Source: an optimization exercise on an open RTL-to-GDS flow (aim: small area, a short achievable clock period and few clock cycles per item). Production flows keep margins and buffers that such runs may drop. Function was checked by simulation only, so behaviour that the tests miss may differ from the original.

Design cc_block, start of the top module:
module cc_block (
	input					i_clk, i_rstn,
	input					i_start,
	input			[255:0]	i_key,
	input			[95:0]	i_non,
	input			[31:0]	i_cnt,
	output	wire	[511:0]	o_stream,
	output	wire			o_done
);
export LEC_CHECK = 0
export ABC_AREA = 1
export CAP_MARGIN = 20
export CORE_MARGIN = 2
export CORE_UTILIZATION = 48
export GPL_TIMING_DRIVEN = 0
export PLACE_DENSITY = 0.7
export SETUP_SLACK_MARGIN = 0.5
export SLEW_MARGIN = 20
create_clock -name core_clock -period 5.5 [get_ports {i_clk}]
standard.sh (not shown) runs the stock make flow with config.mk's settings and CLKGATE_MAP_FILE= SYNTH_SCRIPT=/design/flow/synth_recipe.tcl, a recipe that flattens the netlist after the stock synthesis.
==> flow/flow/run.sh <==
#!/bin/bash
# Layout flow: the standard flow (standard.sh) with the input and output
# port buffers made from the library's smallest buffer instead of the delay
# cell the placer picks by default. Every port still gets its own buffer.
set -uo pipefail
cd "$(dirname "${BASH_SOURCE[0]}")/.."
bash standard.sh 'BUFFER_PORTS_ARGS=-buffer_cell sky130_fd_sc_hd__buf_1' finish > flow_standard.log 2>&1
The baseline finished clean.
Testbench counts at the start, summed over its fixed seeds: cycles 7,872, blocks 192.
Edit:
--- a/flow/config.mk
+++ b/flow/config.mk
@@ -12,3 +12,2 @@
-export GPL_TIMING_DRIVEN = 0
-export PLACE_DENSITY = 0.7
-export SETUP_SLACK_MARGIN = 0.5
+export PLACE_DENSITY = 0.75
+export SETUP_SLACK_MARGIN = 0.6
The new run produced a clean layout.
Routed wire length came out lower by roughly a tenth.
Worst setup slack gains 0.12 ns.
Count of clock-buffer cells in the layout went down by 5.
Via count went down by a few percent.
Synthesized cell count is unchanged.
Final area rises slightly.
Synthesized area does not change.
Register-to-register slack improves by 0.19 ns.
Edit:
--- a/flow/config.mk
+++ b/flow/config.mk
@@ -11,3 +11 @@
-export CORE_UTILIZATION = 48
-export PLACE_DENSITY = 0.75
-export SETUP_SLACK_MARGIN = 0.6
+export CORE_UTILIZATION = 40
What happened: Worst setup slack degrades by 0.29 ns. First-iteration DRC count is lower by 7.9%. Non-clock buffer count is lower by 60.

---

cc_block, a different RTL version from the one above (not shown whole).
For scale: roughly 7400 cells after synthesis, ~520 flip-flops, about 900 I/O pins, ~0.052 mm^2 of cells after synthesis.
clock: 5.5 ns
lec_check: 0
abc_area: 1
cap_margin: 20
core_margin: 2
core_utilization: 48
place_density: 0.7
setup_slack_margin: 0.5
slew_margin: 20
tns_end_percent: 20
Scripts as last shown in full above: flow/flow/run.sh
Testbench counts at the start, summed over its fixed seeds: cycles 7,872, blocks 192.
==> next run, changes <==
SETUP_SLACK_MARGIN = 0.7   (was 0.5)
TNS_END_PERCENT = 10   (was 20)
After rerunning: Utilization rises by 2.0 points. Maximum frequency rises slightly. Cell count rises slightly. Final area grows by a few percent. Register-to-register slack is better by 150 ps. Non-clock buffer count goes up by 54. First-iteration DRC count shrinks by a few percent.
==> next run, changes <==
SETUP_SLACK_MARGIN = 0.5   (was 0.7)
TNS_END_PERCENT = default   (was 10)
=> Final cell count decreases slightly; clock skew decreases by 5.7 ps; maximum frequency stays flat; clock-buffer cell count is unchanged; worst setup slack loses 9.4 ps; critical path depth increases by 1; non-clock buffer count decreases by 39; wire length decreases slightly; die area does not change.

---

== job 209 ==
RTL: one of the versions met above, not the one the previous note started from.
For scale: roughly 7,400 cells after synthesis, roughly 520 flip-flops, ~900 I/O pins.
==> flow/design.v (excerpt) <==
module cc_block (
	input					i_clk, i_rstn,
	input					i_start,
	input			[255:0]	i_key,
	input			[95:0]	i_non,
	input			[31:0]	i_cnt,
	output	wire	[511:0]	o_stream,
	output	wire			o_done
);
export LEC_CHECK = 0
export ABC_AREA = 1
export CAP_MARGIN = 20
export CORE_MARGIN = 2
export CORE_UTILIZATION = 48
export CTS_BUF_LIST = sky130_fd_sc_hd__clkbuf_8
export PLACE_DENSITY = 0.7
export SETUP_SLACK_MARGIN = 0.5
export SLEW_MARGIN = 20
create_clock -name core_clock -period 5.5 [get_ports {i_clk}]
Scripts as last shown in full above: flow/flow/run.sh
Testbench counts of job 209, summed over its fixed seeds: cycles 7,872, blocks 192.
#### Input delta (job 1380 over job 209)
- changing CORE_UTILIZATION from 48 to 40
- removing PLACE_DENSITY (formerly 0.7)
- removing CTS_BUF_LIST (formerly sky130_fd_sc_hd__clkbuf_8)
- removing SETUP_SLACK_MARGIN (formerly 0.5)
- setting GPL_TIMING_DRIVEN to 0 for the first time
[summary]
[job 1380] flow finished | final checks: failed | reasons: setup timing. Width of the die: job 209 and job 1380 compared, lower one is job 209. The number of rows created at floorplan in job 1380 sits 9.1% above the value recorded for job 209. Measured against each other, job 209 and job 1380 differ in utilization, the lower figure coming from job 1380. When job 1380 is measured against job 209, its global-route usage turns out 1.6 points higher. Job 209 -> job 1380: non-clock buffer count decreased by more than 10%. Job 1380 ended up with flip-flop to flip-flop as its class of the most critical setup path; job 209 ended up with input port to output port. Compared to job 209, job 1380 has worst hold slack 0.066 ns higher.
For job 5943, these inputs were changed with respect to job 1380:
- a change of CORE_UTILIZATION from 40 to 48
- a deleted GPL_TIMING_DRIVEN that had been 0
- a change of SLEW_MARGIN from 20 to 0
- a change of CAP_MARGIN from 20 to 0
Notes after the runs:
- Having completed the whole flow, job 5943 delivered a layout that passed the timing, design-rule and antenna checks.
- Of job 1380 and job 5943, job 5943 shows the higher layout buffering overhead excluding clock cells, with job 1380 below it.
- Job 5943 -> job 1380: I/O pin count delta 0, exact match
- Taking job 1380 as the reference, in job 5943 count of vias placed by the detailed router now smaller; largest net degree at the start of global routing now larger; setup slack now larger; total buffers and inverters traversed by the critical path now larger.
- End of the critical path: r_x[197] -> job 1380, r_x[184] -> job 5943
- Net count reported at finish: job 1380 and job 5943 compared, lower one is job 1380
- Job 5943 reports a lower overall track demand over capacity in global routing than job 1380 does.
The inputs of job 8310 differ from those of job 5943 as listed below.
- CAP_MARGIN changed from 0 to 20
- SETUP_SLACK_MARGIN newly set to 0.5
- SLEW_MARGIN changed from 0 to 20
- PLACE_DENSITY newly set to 0.7
### Flow results
- Between job 8310 and job 5943, the met1 wire length figures differ only marginally.
- Cell area (higher): job 8310
- Compared with job 5943, in job 8310 peak per-stage delay on the critical path fell by 0.17 ns; share of cell area taken by flip-flops and latches lower.
- Job 8310 ended up with o_stream[350] as its last element of the critical path; job 5943 ended up with r_x[184].
- Global-route total usage across every layer came out higher on job 8310 than on job 5943.
- Job 8310 has synthesis-to-finish area growth above what job 5943 had.
- The final layout from job 8310, which completed every stage, passed the timing, design-rule and antenna checks at the end of the flow.

---

## job 101
Another version of the RTL of cc_block (not shown whole).
For scale: roughly 7000 cells after synthesis, ~520 flip-flops, roughly 900 I/O pins, about 54000 µm² of cells after synthesis.
export LEC_CHECK = 0
export CAP_MARGIN = 20
export CORE_MARGIN = 2
export CORE_UTILIZATION = 60
export SLEW_MARGIN = 20
create_clock -name core_clock -period 5.5 [get_ports {i_clk}]
run.sh (not shown) runs the stock make flow with config.mk's settings and CLKGATE_MAP_FILE= SYNTH_SCRIPT=/design/flow/synth_recipe.tcl, a recipe that flattens the netlist after the stock synthesis.
Stock flow here: none of the scripts above is used.
Tool error GRT-0116 stopped job 101 during 5_1_grt; no final results.
Testbench counts of job 101, summed over its fixed seeds: cycles 7,872, blocks 192.
What job 102 does differently from job 101 at the input level:
Settings: CORE_UTILIZATION changed from 60 to 40; ABC_AREA newly set to 1.
==> comparison <==
Of job 102 and job 101, only job 101 fails to reach the end of the flow. Job 101 never completed, since it errored out during 5_1_grt. Delta (job 102 minus job 101): die outline height increased by 80 µm relative to the old numbers; synthesized netlist net count moved up; count of cells resized by post-cts repair decreased by 1174 relative to the old numbers; area share of and/or/nand/nor cells after synthesis went up 13 points. Delta (job 102 minus job 101): number of cells after detailed placement moved up; pre-CTS setup slack moved up; mapped cell area moved up; share of the yosys chip area belonging to registers moved down. Job 101 → job 102: compound-cell area share of the yosys netlist shows a reduction of 8.0 points, post-synthesis instance total shows an increase of 2086.
Setup changes, job 102 to job 103
Settings: GPL_TIMING_DRIVEN: unset -> 0; CORE_UTILIZATION: 40 -> 60; ABC_AREA: 1 -> unset.
==> comparison <==
Job 102 finished end to end and its layout was clean on timing, DRC and antenna. Status: job 103 FAILED at 5_1_grt (tool error). Diff job 102 -> job 103: fraction of the mapped netlist area in adder cells grew by 0.99 points; last weighted congestion value of the routability-driven placer grew by 0.23; post-detailed-placement half-perimeter wirelength shrank by 13%; synthesized netlist cell count shrank by about 23%; width of the chip shrank by 80 µm. Job 103 ends up with a number of placement rows that is 21% lower than in job 102. Mean area per synthesized cell: job 103 higher than job 102. Job 103 vs. job 102: part of the Yosys area used for sequential elements went up, simple-gate share of the synthesized area went down, area of the mapped netlist went down, quantity of I/O buffers inserted on ports did not really move.

---

cc_block with an RTL version that a note above also has.
Size: roughly 7400 cells after synthesis, about 900 I/O pins, about 52000 um^2 of cells after synthesis.
Settings: LEC_CHECK=0, ABC_AREA=1, CAP_MARGIN=20, CORE_MARGIN=2, CORE_UTILIZATION=48, SLEW_MARGIN=20; clock period 5.5 ns.
standard.sh (not shown) runs the stock make flow with config.mk's settings and CLKGATE_MAP_FILE= SYNTH_SCRIPT=/design/flow/synth_recipe.tcl, a recipe that flattens the netlist after the stock synthesis.
Scripts as last shown in full above: flow/flow/run.sh
The baseline ran to the end with no violations.
Testbench counts at the start, summed over its fixed seeds: cycles 7,872, blocks 192.
Rerun with:
CORE_UTILIZATION = 45   (was 48)
PLACE_DENSITY = 0.7   (was default)
SETUP_SLACK_MARGIN = 0.4   (was default)
Sequential share of layout area falls by 0.57 points; via count rises by 1.1%; wire length rises by 3.9%; setup slack improved by 350 ps; non-clock buffer count rises by 101; sequential cell count stays the same; critical path depth falls by 5; cell area rises by 4.3%.
Rerun with:
CORE_UTILIZATION = 55   (was 45)
PLACE_DENSITY = default   (was 0.7)
SETUP_SLACK_MARGIN = 0.5   (was 0.4)
What happened: The changed run completed with no timing, DRC or antenna violations; sequential share of layout area grows by 0.15 points; routed wire length shrinks by 3.6%; count of clock-buffer cells in the layout shrinks by 2; cell area shrinks by 0.68%; utilization grows by 12 points; worst setup slack is worse by 30 ps; synthesized area does not change.
Rerun with:
CORE_UTILIZATION = 48   (was 55)
Outcome:
- The changed run went through all stages and came out clean
- routed wire length increases slightly
- non-clock buffer count increases by 57
- sequential cell count does not change
- global-route usage decreases by 5.5 points

port drivers added, routing unchanged:
Ports are ideal in the flow. The routed layouts listed here were re-timed in OpenROAD.
Step 1: set_driving_cell puts a clkbuf_16 on i_clk and a buf_2 on each other input, an assumption about the parent block.
Step 2 also shifts input and output timing later by t, the mid clock arrival at the registers, as if the neighbouring blocks saw the same clock.
Slacks: ideal / step 1 / step 2; pairs: ideal / step 1.
run | shift t [ns] | setup slack, ns | worst setup path after step 2
the first run of note 1 | 0.736 | 0.361 / 0.271 / 0.271 | input to output
the second run of note 1 | 0.734 | 0.479 / 0.411 / 0.437 | input to output
the third run of note 1 | 0.750 | 0.187 / 0.113 / 0.113 | input to output
the first run of note 2 | 0.738 | 0.440 / 0.323 / 0.323 | input to output
the second run of note 2 | 0.734 | 0.492 / 0.408 / 0.408 | input to output
the third run of note 2 | 0.734 | 0.483 / 0.374 / 0.374 | input to output
job 209 | 0.832 | 0.487 / 0.412 / 0.440 | input to output
job 1380 | 0.754 | -0.208 / -0.208 / -0.208 | register to register
job 5943 | 0.722 | 0.053 / 0.053 / 0.053 | register to register
job 8310 | 0.734 | 0.483 / 0.374 / 0.374 | input to output
job 102 | 0.780 | 0.107 / 0.050 / 0.050 | input to output
the first run of note 5 | 0.722 | 0.053 / 0.053 / 0.053 | register to register
the second run of note 5 | 0.739 | 0.403 / 0.382 / 0.382 | input to output
the third run of note 5 | 0.735 | 0.374 / 0.327 / 0.327 | input to output
the fourth run of note 5 | 0.714 | 0.452 / 0.404 / 0.412 | input to output
For the first run of note 2, which loses most, drivers alone change the setup slack by -0.117 ns; drivers and shift together by -0.117 ns.
